This design comes from an exercise in tuning for small area, a short achievable clock period and few clock cycles on the open sky130 flow, not from production work. At most, simulation tests tie the RTL to the original design; equivalence was not proved.

==> trial 5 <==
// qr_decode
module qr_decode(
    input clk,
    input srstn,
    input qr_decode_start,
    input [15:0] sram_rdata,
    output reg [9:0] sram_raddr,
    output reg decode_valid,
    output [7:0] decode_jis8_code,
    output reg qr_decode_finish
);
localparam S_IDLE = 4'd0, S_SCANA = 4'd1, S_SCANB = 4'd2, S_RIGHT = 4'd3,
           S_BLK = 4'd4, S_RING0 = 4'd5, S_RING1 = 4'd6, S_DEC2 = 4'd7,
           S_PROBE = 4'd8, S_ROT = 4'd9, S_DATA = 4'd10;
localparam [9:0] ADDR0 = {5'd1, 5'd2};
reg [3:0] state, state_n;
reg [9:0] raddr_n;
reg [3:0] bsel, bsel_n;         
reg [3:0] bselL, bselL_n;       
reg oor, oor_n;                 
reg [3:0] hA, hA_n;             
reg [3:0] hR, hR_n, hC, hC_n, hC2, hC2_n;    
reg [2:0] cnt, cnt_n;
reg [7:0] colacc, colacc_n, rowacc, rowacc_n;
reg [6:0] xa, xa_n, ya, ya_n, xb, xb_n;
reg sL, sL_n, sR, sR_n;
reg tl, tl_n;
reg [1:0] rot, rot_n;
reg [2:0] m, m_n;
reg first, first_n;
reg strA, strA_n, strB, strB_n;    
reg [6:0] OX, OX_n, OY, OY_n;      
reg pv1, pv1_n, two1, two1_n, mR1, mR1_n, mL1, mL1_n;
reg [1:0] ft1, ft1_n, tg1, tg1_n;
reg pv, pv_n, two, two_n, mR, mR_n, mL, mL_n;
reg [1:0] ft, ft_n, tg, tg_n;      
reg [4:0] nc, nc_n, nr, nr_n;
reg nh, nh_n;
reg [1:0] late, late_n;
reg [8:0] acc, acc_n;
reg [2:0] nacc, nacc_n;
reg [4:0] rem, rem_n;
reg gotn, gotn_n, capn, capn_n;
reg valid_n, fin_n;
function [15:0] dec16;
    input [3:0] v;
    dec16 = 16'd1 << v;
endfunction
wire nz = |sram_rdata;
  ...
clock: 8.0 ns
lec_check: 0
abc_area: 1
abc_clock_period_in_ps: 3000
cap_margin: 20
core_margin: 2
core_utilization: 40
setup_slack_margin: 5
slew_margin: 20
standard.sh (not shown) runs the stock make flow with config.mk's settings and CLKGATE_MAP_FILE= SYNTH_SCRIPT=/design/flow/synth_recipe.tcl, a recipe that flattens the netlist after the stock synthesis.
==> flow/flow/run.sh <==
#!/bin/bash
# Layout flow: the standard flow, except that after the standard synthesis
# the combinational logic is mapped again without the adder cells (half and
# full adders), which are slower and larger here than plain gates. Every
# flip-flop instance of the standard synthesis is kept as it is (blackboxed
# during the remap), so the registers keep their names and cell types.
set -euo pipefail
P=${FLOW_PLATFORM:-sky130hd}
R=orfs/results/$P/qr_decode/base
L=orfs/logs/$P/qr_decode/base
YOSYS=${YOSYS_EXE:-$(command -v yosys || echo "$FLOW_HOME/../tools/install/yosys/bin/yosys")}
LIB=$FLOW_HOME/platforms/$P/lib/sky130_fd_sc_hd__tt_025C_1v80.lib

# 1. standard synthesis
bash standard.sh synth > flow_1_synth.log 2>&1

# 2. remap the combinational logic with the same abc command the synthesis used
cp "$R/1_2_yosys.v" flow_std_netlist.v
ABCLINE=$(grep -m1 '^abc -script' "$L/1_2_yosys.log")
{
  echo "read_liberty -ignore_miss_func $LIB"
  echo "read_verilog flow_std_netlist.v"
  echo "hierarchy -top $FLOW_TOP"
  grep -oE 'sky130_fd_sc_hd__[a-z0-9_]+' flow_std_netlist.v | sort -u | grep -E '__(e?dfx|df|dl|sdf|conb)' | sed 's/^/blackbox /'
  echo "flatten"
  echo "opt_clean"
  echo "$ABCLINE"
  echo "rename -hide w:*.*"
  echo "opt_clean -purge"
  echo "hilomap -singleton -hicell sky130_fd_sc_hd__conb_1 HI -locell sky130_fd_sc_hd__conb_1 LO"
  echo "insbuf -buf sky130_fd_sc_hd__buf_4 A X"
  echo "tee -o flow_remap_stat.txt stat -liberty $LIB"
  echo "write_verilog -noattr -nohex -nodec flow_remapped.v"
} > flow_remap.ys
"$YOSYS" -s flow_remap.ys > flow_2_remap.log 2>&1
# the written netlist, read back against the cell library, must be clean
"$YOSYS" -p "read_liberty -lib $LIB; read_verilog flow_remapped.v; hierarchy -top $FLOW_TOP; check -assert" > flow_2_check.log 2>&1

# the flip-flops must be the standard synthesis's, one for one
grep -oE 'sky130_fd_sc_hd__e?dfx[a-z]*_[0-9]+ [^ ]+' flow_std_netlist.v | sort > flow_ff_std.txt
grep -oE 'sky130_fd_sc_hd__e?dfx[a-z]*_[0-9]+ [^ ]+' flow_remapped.v | sort > flow_ff_new.txt
cmp flow_ff_std.txt flow_ff_new.txt

# 3. the rest of the standard flow from the remapped netlist
cp flow_remapped.v "$R/1_2_yosys.v"
touch "$R/1_2_yosys.v"
bash standard.sh > flow_3_layout.log 2>&1
==> trial 26: changes against trial 5 <==
--- a/flow/design.v
+++ b/flow/design.v
@@ -14,35 +14,51 @@
 localparam [9:0] ADDR0 = {5'd1, 5'd2};
 reg [3:0] state, state_n;
 reg [9:0] raddr_n;
 reg [3:0] bsel, bsel_n;         
 reg [3:0] bselL, bselL_n;       
 reg oor, oor_n;                 
-reg [3:0] hA, hA_n;             
-reg [3:0] hR, hR_n, hC, hC_n, hC2, hC2_n;    
+reg [15:0] SA;
+reg [14:0] SB;
+wire srch = (state <= 4'd5);
+wire [3:0] hA = SA[15:12];       
+wire [3:0] hR = SA[11:8];        
+wire [3:0] hC = SA[7:4];         
+wire [3:0] hC2 = SA[3:0];
+reg [3:0] hA_n, hR_n, hC_n, hC2_n;
 reg [2:0] cnt, cnt_n;
-reg [7:0] colacc, colacc_n, rowacc, rowacc_n;
+wire [7:0] colacc = SB[14:7];
+wire [7:0] rowacc = {1'b0, SB[6:0]};
+reg [7:0] colacc_n, rowacc_n;
 reg [6:0] xa, xa_n, ya, ya_n, xb, xb_n;
 reg sL, sL_n, sR, sR_n;
 reg tl, tl_n;
 reg [1:0] rot, rot_n;
 reg [2:0] m, m_n;
 reg first, first_n;
 reg strA, strA_n, strB, strB_n;    
 reg [6:0] OX, OX_n, OY, OY_n;      
 reg pv1, pv1_n, two1, two1_n, mR1, mR1_n, mL1, mL1_n;
 reg [1:0] ft1, ft1_n, tg1, tg1_n;
 reg pv, pv_n, two, two_n, mR, mR_n, mL, mL_n;
 reg [1:0] ft, ft_n, tg, tg_n;      
-reg [4:0] nc, nc_n, nr, nr_n;
-reg nh, nh_n;
-reg [1:0] late, late_n;
-reg [8:0] acc, acc_n;
-reg [2:0] nacc, nacc_n;
-reg [4:0] rem, rem_n;
-reg gotn, gotn_n, capn, capn_n;
+wire [4:0] nc = SA[15:11];
+wire [4:0] nr = SA[10:6];
+wire nh = SA[5];
+wire [1:0] late = SA[4:3];
+reg [4:0] nc_n, nr_n;
+reg nh_n;
+reg [1:0] late_n;
+wire [8:0] acc = SB[14:6];
+wire [2:0] nacc = SA[2:0];
+wire [4:0] rem = SB[5:1];
+wire gotn = SB[0];
+reg [8:0] acc_n;
+reg [2:0] nacc_n;
+reg [4:0] rem_n;
+reg gotn_n, capn, capn_n;
 reg valid_n, fin_n;
 function [15:0] dec16;
     input [3:0] v;
     dec16 = 16'd1 << v;
 endfunction
 wire nz = |sram_rdata;
@@ -134,20 +150,31 @@
 wire [4:0] whi = (c1 >= 5'd18) ? 5'd30 : c1 + 5'd12;
 wire [4:0] arow = sram_raddr[9:5];
 wire [4:0] acol = sram_raddr[4:0];
 wire [4:0] aRow1 = arow + 5'd1;
 wire [9:0] sa_miss = (acol >= 5'd23) ? {aRow1, (aRow1[1:0] == 2'd0) ? 5'd8 : {2'b00, aRow1[1:0], 1'b0}}
                                       : {arow, acol + 5'd8};
+wire [4:0] r1 = SB[4:0];
+function known;
+    input [4:0] c, r, hr;
+    known = (c[2:1] == r[1:0]) && (r < hr);
+endfunction
 wire [4:0] sbrow = (arow <= 5'd6) ? 5'd2 : arow - 5'd4 + {4'd0, arow[0]};
-wire [9:0] sa_hit = {sbrow, (acol <= 5'd14) ? 5'd2 : acol - 5'd12};
-wire [9:0] sb_miss = (acol == whi) ? {arow + 5'd2, wlo} : {arow, acol + 5'd2};
+wire [4:0] sbcol = (acol <= 5'd14) ? 5'd2 : acol - 5'd12;
+wire [9:0] sa_hit = {sbrow, known(sbcol, sbrow, arow) ? sbcol + 5'd2 : sbcol};
+wire [4:0] cn1 = acol + 5'd2;
+wire [5:0] cn = known(cn1, arow, r1) ? {1'b0, acol} + 6'd4 : {1'b0, acol} + 6'd2;
+wire [4:0] rn = arow + 5'd2;
+wire [9:0] sb_miss = (cn > {1'b0, whi}) ? {rn, known(wlo, rn, r1) ? wlo + 5'd2 : wlo} : {arow, cn[4:0]};
 wire [9:0] sb_hit = (acol == 5'd30) ? {arow - 5'd1, 5'd29}
                                     : {arow, (acol >= 5'd18) ? 5'd30 : acol + 5'd12};
-wire rdone = (acol[4:1] == hC + 4'd1);
+wire [4:0] cp1 = acol - 5'd2;
+wire [4:0] cp = known(cp1, arow, r1) ? acol - 5'd4 : cp1;
+wire rdone = (cp[4:1] <= hC);
 wire [9:0] blk0 = {hRm1, hCm1};
-wire [9:0] rt_miss = {arow, acol - 5'd2};
+wire [9:0] rt_miss = {arow, cp};
 reg [4:0] ncR, nrr;
 always @(*) begin
     ncR = nc;
     nrr = nr;
     if (~nc[1]) begin           
         if (nr == 5'd9 && (nc == 5'd24 || nc == 5'd20)) begin
@@ -190,12 +217,45 @@
 wire [6:0] Ox = xa + (negx ? k24 : 7'd0) + {6'd0, oc & ~rot[0]};
 wire [6:0] Oy = ya + (negy ? k24 : 7'd0) + {6'd0, oc & rot[0]};
 wire [1:0] plow = pbase[1:0] + {1'b0, oc};
 wire [1:0] plowB = sL ? plow : plow + 2'd2;
 wire fA = rot[1] ? ({1'b0, plow} + {1'b0, svv}) > 3'd3 : plow < svv;
 wire fB = rot[1] ? ({1'b0, plowB} + {1'b0, svv}) > 3'd3 : plowB < svv;
+reg [1:0] cR3, cL3;
+reg cRd, cLd;
+always @(*) begin
+    case (nc[4:1])
+        4'd12: begin cR3 = 2'd0; cRd = 1'b0; cL3 = 2'd2; cLd = 1'b1; end    
+        4'd11: begin cR3 = 2'd1; cRd = 1'b1; cL3 = 2'd0; cLd = 1'b1; end    
+        4'd10: begin cR3 = 2'd2; cRd = 1'b0; cL3 = 2'd1; cLd = 1'b0; end    
+        4'd9:  begin cR3 = 2'd0; cRd = 1'b0; cL3 = 2'd2; cLd = 1'b1; end    
+        4'd8:  begin cR3 = 2'd1; cRd = 1'b1; cL3 = 2'd0; cLd = 1'b1; end    
+        4'd7:  begin cR3 = 2'd2; cRd = 1'b0; cL3 = 2'd1; cLd = 1'b0; end    
+        default: begin cR3 = 2'd0; cRd = 1'b0; cL3 = 2'd2; cLd = 1'b1; end  
+    endcase
+end
+wire [1:0] r3 = mod3(nr);
+wire zR = (r3 == 2'd0) || (cR3 == 2'd0);
+wire zL = (r3 == 2'd0) || (cL3 == 2'd0);
+wire oR = (r3 == cR3) && !zR;
+wire oL = (r3 == cL3) && !zL;
+wire sR3 = (r3 == 2'd0 && cR3 == 2'd0) || (r3[0] && cR3[1]) || (r3[1] && cR3[0]);
+wire sL3 = (r3 == 2'd0 && cL3 == 2'd0) || (r3[0] && cL3[1]) || (r3[1] && cL3[0]);
+reg mRc, mLc;
+always @(*) begin
+    case (m)     
+        3'd0: begin mRc = ~nr[0];             mLc = nr[0]; end
+        3'd1: begin mRc = ~nr[0];             mLc = ~nr[0]; end
+        3'd2: begin mRc = (cR3 == 2'd0);      mLc = (cL3 == 2'd0); end
+        3'd3: begin mRc = sR3;                mLc = sL3; end
+        3'd4: begin mRc = ~(nr[1] ^ cRd);     mLc = ~(nr[1] ^ cLd); end
+        3'd5: begin mRc = zR;                 mLc = ~nr[0] & zL; end
+        3'd6: begin mRc = ~oR;                mLc = ~(nr[0] ^ oL); end
+        default: begin mRc = ~(nr[0] ^ oR);   mLc = nr[0] ^ oL; end
+    endcase
+end
 wire cinx = (state == S_DATA) & negx;
 wire ciny = (state == S_DATA) & negy;
 wire bsx = (state == S_DEC2 && !tl) || (state == S_PROBE && tl);
 wire [8:0] px = {2'b00, bsx ? xb : xa} + {{2{OX[6]}}, OX} + {8'd0, cinx};
 wire spaneq = (px[7:0] == {1'b0, xb});
 wire [8:0] py = {2'b00, ya} + {{2{OY[6]}}, OY} + {8'd0, ciny};
@@ -238,14 +298,14 @@
     rot_n = rot; m_n = m; first_n = 1'b0;
     strA_n = strA; strB_n = strB;
     OX_n = mOX; OY_n = mOY;
     pv1_n = 1'b0;
     two1_n = !fmt && !nh && !nstr;
     ft1_n = !fmt ? 2'd0 : (nc == 5'd4) ? 2'd1 : (nc == 5'd3) ? 2'd2 : 2'd3;
-    mR1_n = mbit(m, nr, mc);
-    mL1_n = mbit(m, nr, nc - 5'd1);
+    mR1_n = nh ? mLc : mRc;
+    mL1_n = mLc;
     tg1_n = (late == 2'd0) ? 2'd0 : nh ? 2'd3 : (nr == 5'd22) ? 2'd1 : 2'd2;
     pv_n = 1'b0; two_n = two1; ft_n = ft1; mR_n = mR1; mL_n = mL1; tg_n = tg1;
     late_n = (late != 2'd0) ? late - 2'd1 : 2'd0;
     nc_n = ncR; nr_n = nrr; nh_n = lonext;
     if (fmt) begin
         nr_n = nr; nh_n = 1'b0;
@@ -262,31 +322,32 @@
     b1 = 1'b0; b2 = 1'b0; tot = 4'd0; accs = acc;
     stage2 = 1'b0; issue = 1'b0;
     case (state)
     S_IDLE, S_SCANA: begin
         if (state == S_SCANA || qr_decode_start) begin
             hA_n = acol[4:1];
-            state_n = nz ? S_SCANB : S_SCANA;
-            raddr_n = nz ? sa_hit : sa_miss;
+            rowacc_n[4:0] = arow;
+            state_n = S_SCANA;
+            raddr_n = sa_miss;
         end
     end
     S_SCANB: begin
+        rowacc_n[4:0] = r1;
         hR_n = arow[4:1];
         hC_n = acol[4:1];
         hC2_n = 4'd15;
         cnt_n = 3'd0;
-        if (nz)
-            state_n = (acol == 5'd30) ? S_BLK : S_RIGHT;
-        raddr_n = nz ? sb_hit : sb_miss;
+        raddr_n = sb_miss;
     end
     S_RIGHT: begin
+        rowacc_n[4:0] = r1;
         hC2_n = nz ? acol[4:1] : hC;
         cnt_n = 3'd0;
-        if (nz || rdone)
+        if (rdone)
             state_n = S_BLK;
-        raddr_n = (nz || rdone) ? blk0 : rt_miss;
+        raddr_n = rdone ? blk0 : rt_miss;
     end
     S_BLK: begin
         cnt_n = cnt + 3'd1;
         if (cnt == 3'd4) begin
             xa_n = xL_c;
             ya_n = yB_c;
@@ -322,14 +383,14 @@
     S_RING1: begin
         state_n = S_DEC2;
         sR_n = pbit;
         if (pbit == sL && spaneq) begin
             cnt_n = 3'd0;
             tl_n = 1'b1;
-            OX_n = sL ? 7'd10 : 7'd5;
-            OY_n = sL ? 7'd8 : 7'd4;
+            OX_n = sL ? 7'd10 : 7'd5;      
+            OY_n = sL ? 7'd40 : 7'd20;
         end else if (sL & ~pbit) begin
             tl_n = 1'b1;
             cnt_n = 3'd4;
             OX_n = 7'd49;
             OY_n = 7'd49;
         end else begin
@@ -349,14 +410,14 @@
             if (!tl) begin
                 xa_n = px[6:0];
                 xb_n = xa;
             end
         end else begin
             state_n = S_ROT;
-            OX_n = sL ? 7'd38 : 7'd19;
-            OY_n = sL ? 7'd8 : 7'd4;
+            OX_n = sL ? 7'd38 : 7'd19;     
+            OY_n = sL ? 7'd40 : 7'd20;
         end
     end
     S_PROBE: begin
         if (pbit)
             rot_n = tl ? 2'd3 : 2'd2;
         else begin
@@ -366,16 +427,16 @@
         end
         state_n = S_DATA;
     end
     S_ROT: begin
         cnt_n = cnt + 3'd1;
         stage2 = 1'b1;
-        OX_n = sL ? 7'd10 : 7'd5;
-        OY_n = sL ? 7'd40 : 7'd20;
-        rot_n = (cnt == 3'd0) ? 2'd2 : (cnt == 3'd1) ? 2'd3 : {1'b0, pbit};
-        state_n = (pbit || cnt == 3'd2) ? S_DATA : S_ROT;
+        OX_n = sL ? 7'd10 : 7'd5;          
+        OY_n = sL ? 7'd8 : 7'd4;
+        rot_n = (cnt == 3'd0) ? 2'd1 : (cnt == 3'd1) ? 2'd0 : {1'b1, ~pbit};
+        state_n = (cnt == 3'd2) ? S_DATA : S_ROT;    
     end
     S_DATA: begin
         stage2 = 1'b1;
         issue = 1'b1;
         if (first) begin
             xa_n = Ox;
@@ -429,34 +490,46 @@
         pv1_n = 1'b1;
     if (stage2)
         pv_n = pv1;
     if (fin_n || (state == S_IDLE && !qr_decode_start))
         raddr_n = ADDR0;
 end
+wire scanning = (state == S_SCANA) || (state == S_IDLE && qr_decode_start) ||
+                (state == S_SCANB) || (state == S_RIGHT);
+wire scanhit = nz & scanning;
+wire [9:0] raddr_hit = (state == S_SCANB) ? sb_hit : (state == S_RIGHT) ? blk0 : sa_hit;
+wire [3:0] state_hit = (state == S_SCANB) ? ((acol == 5'd30) ? S_BLK : S_RIGHT) :
+                       (state == S_RIGHT) ? S_BLK : S_SCANB;
+wire rothit = pbit & (state == S_ROT);
 always @(posedge clk) begin
     if (~srstn) begin
         state <= S_IDLE;
         sram_raddr <= ADDR0;
+    end else begin
+        state <= scanhit ? state_hit : rothit ? S_DATA : state_n;
+        sram_raddr <= scanhit ? raddr_hit : raddr_n;
+    end
+end
+always @(posedge clk) begin
+    if (~srstn) begin
         decode_valid <= 1'b0;
         qr_decode_finish <= 1'b0;
     end else begin
-        state <= state_n;
-        sram_raddr <= raddr_n;
         decode_valid <= valid_n;
         qr_decode_finish <= fin_n;
     end
 end
 always @(posedge clk) begin
     bsel <= bsel_n; bselL <= bselL_n; oor <= oor_n;
-    hA <= hA_n; hR <= hR_n; hC <= hC_n; hC2 <= hC2_n; cnt <= cnt_n;
-    colacc <= colacc_n; rowacc <= rowacc_n;
+    cnt <= cnt_n;
+    SA <= srch ? {hA_n, hR_n, hC_n, hC2_n} : {nc_n, nr_n, nh_n, late_n, nacc_n};
+    SB <= srch ? {colacc_n, rowacc_n[6:0]} : {acc_n, rem_n, gotn_n};
     xa <= xa_n; ya <= ya_n; xb <= xb_n;
     sL <= sL_n; sR <= sR_n; tl <= tl_n;
     rot <= rot_n; m <= m_n; first <= first_n;
     strA <= strA_n; strB <= strB_n;
     OX <= OX_n; OY <= OY_n;
     pv1 <= pv1_n; two1 <= two1_n; ft1 <= ft1_n; mR1 <= mR1_n; mL1 <= mL1_n; tg1 <= tg1_n;
     pv <= pv_n; two <= two_n; ft <= ft_n; mR <= mR_n; mL <= mL_n; tg <= tg_n;
-    nc <= nc_n; nr <= nr_n; nh <= nh_n; late <= late_n;
-    acc <= acc_n; nacc <= nacc_n; rem <= rem_n; gotn <= gotn_n; capn <= capn_n;
+    capn <= capn_n;
 end
 endmodule
==> trial 63: changes against trial 5 <==
--- a/flow/design.v
+++ b/flow/design.v
@@ -322,14 +322,14 @@
     S_RING1: begin
         state_n = S_DEC2;
         sR_n = pbit;
         if (pbit == sL && spaneq) begin
             cnt_n = 3'd0;
             tl_n = 1'b1;
-            OX_n = sL ? 7'd10 : 7'd5;
-            OY_n = sL ? 7'd8 : 7'd4;
+            OX_n = sL ? 7'd10 : 7'd5;      
+            OY_n = sL ? 7'd40 : 7'd20;
         end else if (sL & ~pbit) begin
             tl_n = 1'b1;
             cnt_n = 3'd4;
             OX_n = 7'd49;
             OY_n = 7'd49;
         end else begin
@@ -349,14 +349,14 @@
             if (!tl) begin
                 xa_n = px[6:0];
                 xb_n = xa;
             end
         end else begin
             state_n = S_ROT;
-            OX_n = sL ? 7'd38 : 7'd19;
-            OY_n = sL ? 7'd8 : 7'd4;
+            OX_n = sL ? 7'd38 : 7'd19;     
+            OY_n = sL ? 7'd40 : 7'd20;
         end
     end
     S_PROBE: begin
         if (pbit)
             rot_n = tl ? 2'd3 : 2'd2;
         else begin
@@ -366,15 +366,15 @@
         end
         state_n = S_DATA;
     end
     S_ROT: begin
         cnt_n = cnt + 3'd1;
         stage2 = 1'b1;
-        OX_n = sL ? 7'd10 : 7'd5;
-        OY_n = sL ? 7'd40 : 7'd20;
-        rot_n = (cnt == 3'd0) ? 2'd2 : (cnt == 3'd1) ? 2'd3 : {1'b0, pbit};
+        OX_n = sL ? 7'd10 : 7'd5;          
+        OY_n = sL ? 7'd8 : 7'd4;
+        rot_n = (cnt == 3'd0) ? 2'd1 : (cnt == 3'd1) ? 2'd0 : {1'b1, ~pbit};
         state_n = (pbit || cnt == 3'd2) ? S_DATA : S_ROT;
     end
     S_DATA: begin
         stage2 = 1'b1;
         issue = 1'b1;
         if (first) begin
--- a/flow/flow/run.sh
+++ b/flow/flow/run.sh
@@ -9,13 +9,13 @@
 R=orfs/results/$P/qr_decode/base
 L=orfs/logs/$P/qr_decode/base
 YOSYS=${YOSYS_EXE:-$(command -v yosys || echo "$FLOW_HOME/../tools/install/yosys/bin/yosys")}
 LIB=$FLOW_HOME/platforms/$P/lib/sky130_fd_sc_hd__tt_025C_1v80.lib
 
 # 1. standard synthesis
-bash standard.sh synth > flow_1_synth.log 2>&1
+bash standard.sh SETUP_SLACK_MARGIN=5.4 synth > flow_1_synth.log 2>&1
 
 # 2. remap the combinational logic with the same abc command the synthesis used
 cp "$R/1_2_yosys.v" flow_std_netlist.v
 ABCLINE=$(grep -m1 '^abc -script' "$L/1_2_yosys.log")
 {
   echo "read_liberty -ignore_miss_func $LIB"
@@ -41,7 +41,7 @@
 grep -oE 'sky130_fd_sc_hd__e?dfx[a-z]*_[0-9]+ [^ ]+' flow_remapped.v | sort > flow_ff_new.txt
 cmp flow_ff_std.txt flow_ff_new.txt
 
 # 3. the rest of the standard flow from the remapped netlist
 cp flow_remapped.v "$R/1_2_yosys.v"
 touch "$R/1_2_yosys.v"
-bash standard.sh > flow_3_layout.log 2>&1
+bash standard.sh SETUP_SLACK_MARGIN=5.4 finish > flow_3_layout.log 2>&1
==> comparison <==
Trial 5 finished with timing, DRC and antenna clean. Trial 26 went through all stages and came out clean. Trial 63 produced a clean layout.
Clock skew, highest first: trial 5, trial 63, trial 26.
Die area: trial 5 > trial 63 > trial 26.
The highest maximum frequency belongs to trial 63, the lowest to trial 26.
Sequential share of layout area: trial 26 < trial 63 < trial 5.
Testbench counts of trial 63, summed over its fixed seeds: cycles 39,330.
The RTL of trial 5 and trial 26 was laid out without a check of its function.

==> afterwards: timing with drivers on the ports <==
The flow's constraints put no driver on any port. The routed layouts listed below were extracted and timed again, unchanged, in two steps. Step 1, drivers: a clkbuf_16 drives clk and a buf_2 each remaining input, both assumed. Step 2 adds t to the input delays and takes it off the output delays; t is the mean of the earliest and latest rising clock arrival at the registers after step 1. Input paths then give back, and output paths get back, about the clock's delay inside the block. Three values: ideal ports, drivers, drivers and shift; two values: the first two.
run	shift t [ns]	setup slack, ns	clock arrival spread, ns	worst register clock-pin slew, ns
trial 5	0.490	4.932 / 4.937 / 4.447	0.019 / 0.019	0.08 / 0.08
trial 26	0.477	4.840 / 4.838 / 4.360	0.015 / 0.015	0.07 / 0.07
trial 63	0.483	4.933 / 4.952 / 4.469	0.016 / 0.016	0.07 / 0.07
After both steps setup and hold are still met in every run listed. For trial 5, which loses most, drivers alone change the setup slack by +0.005 ns; drivers and shift together by -0.485 ns.
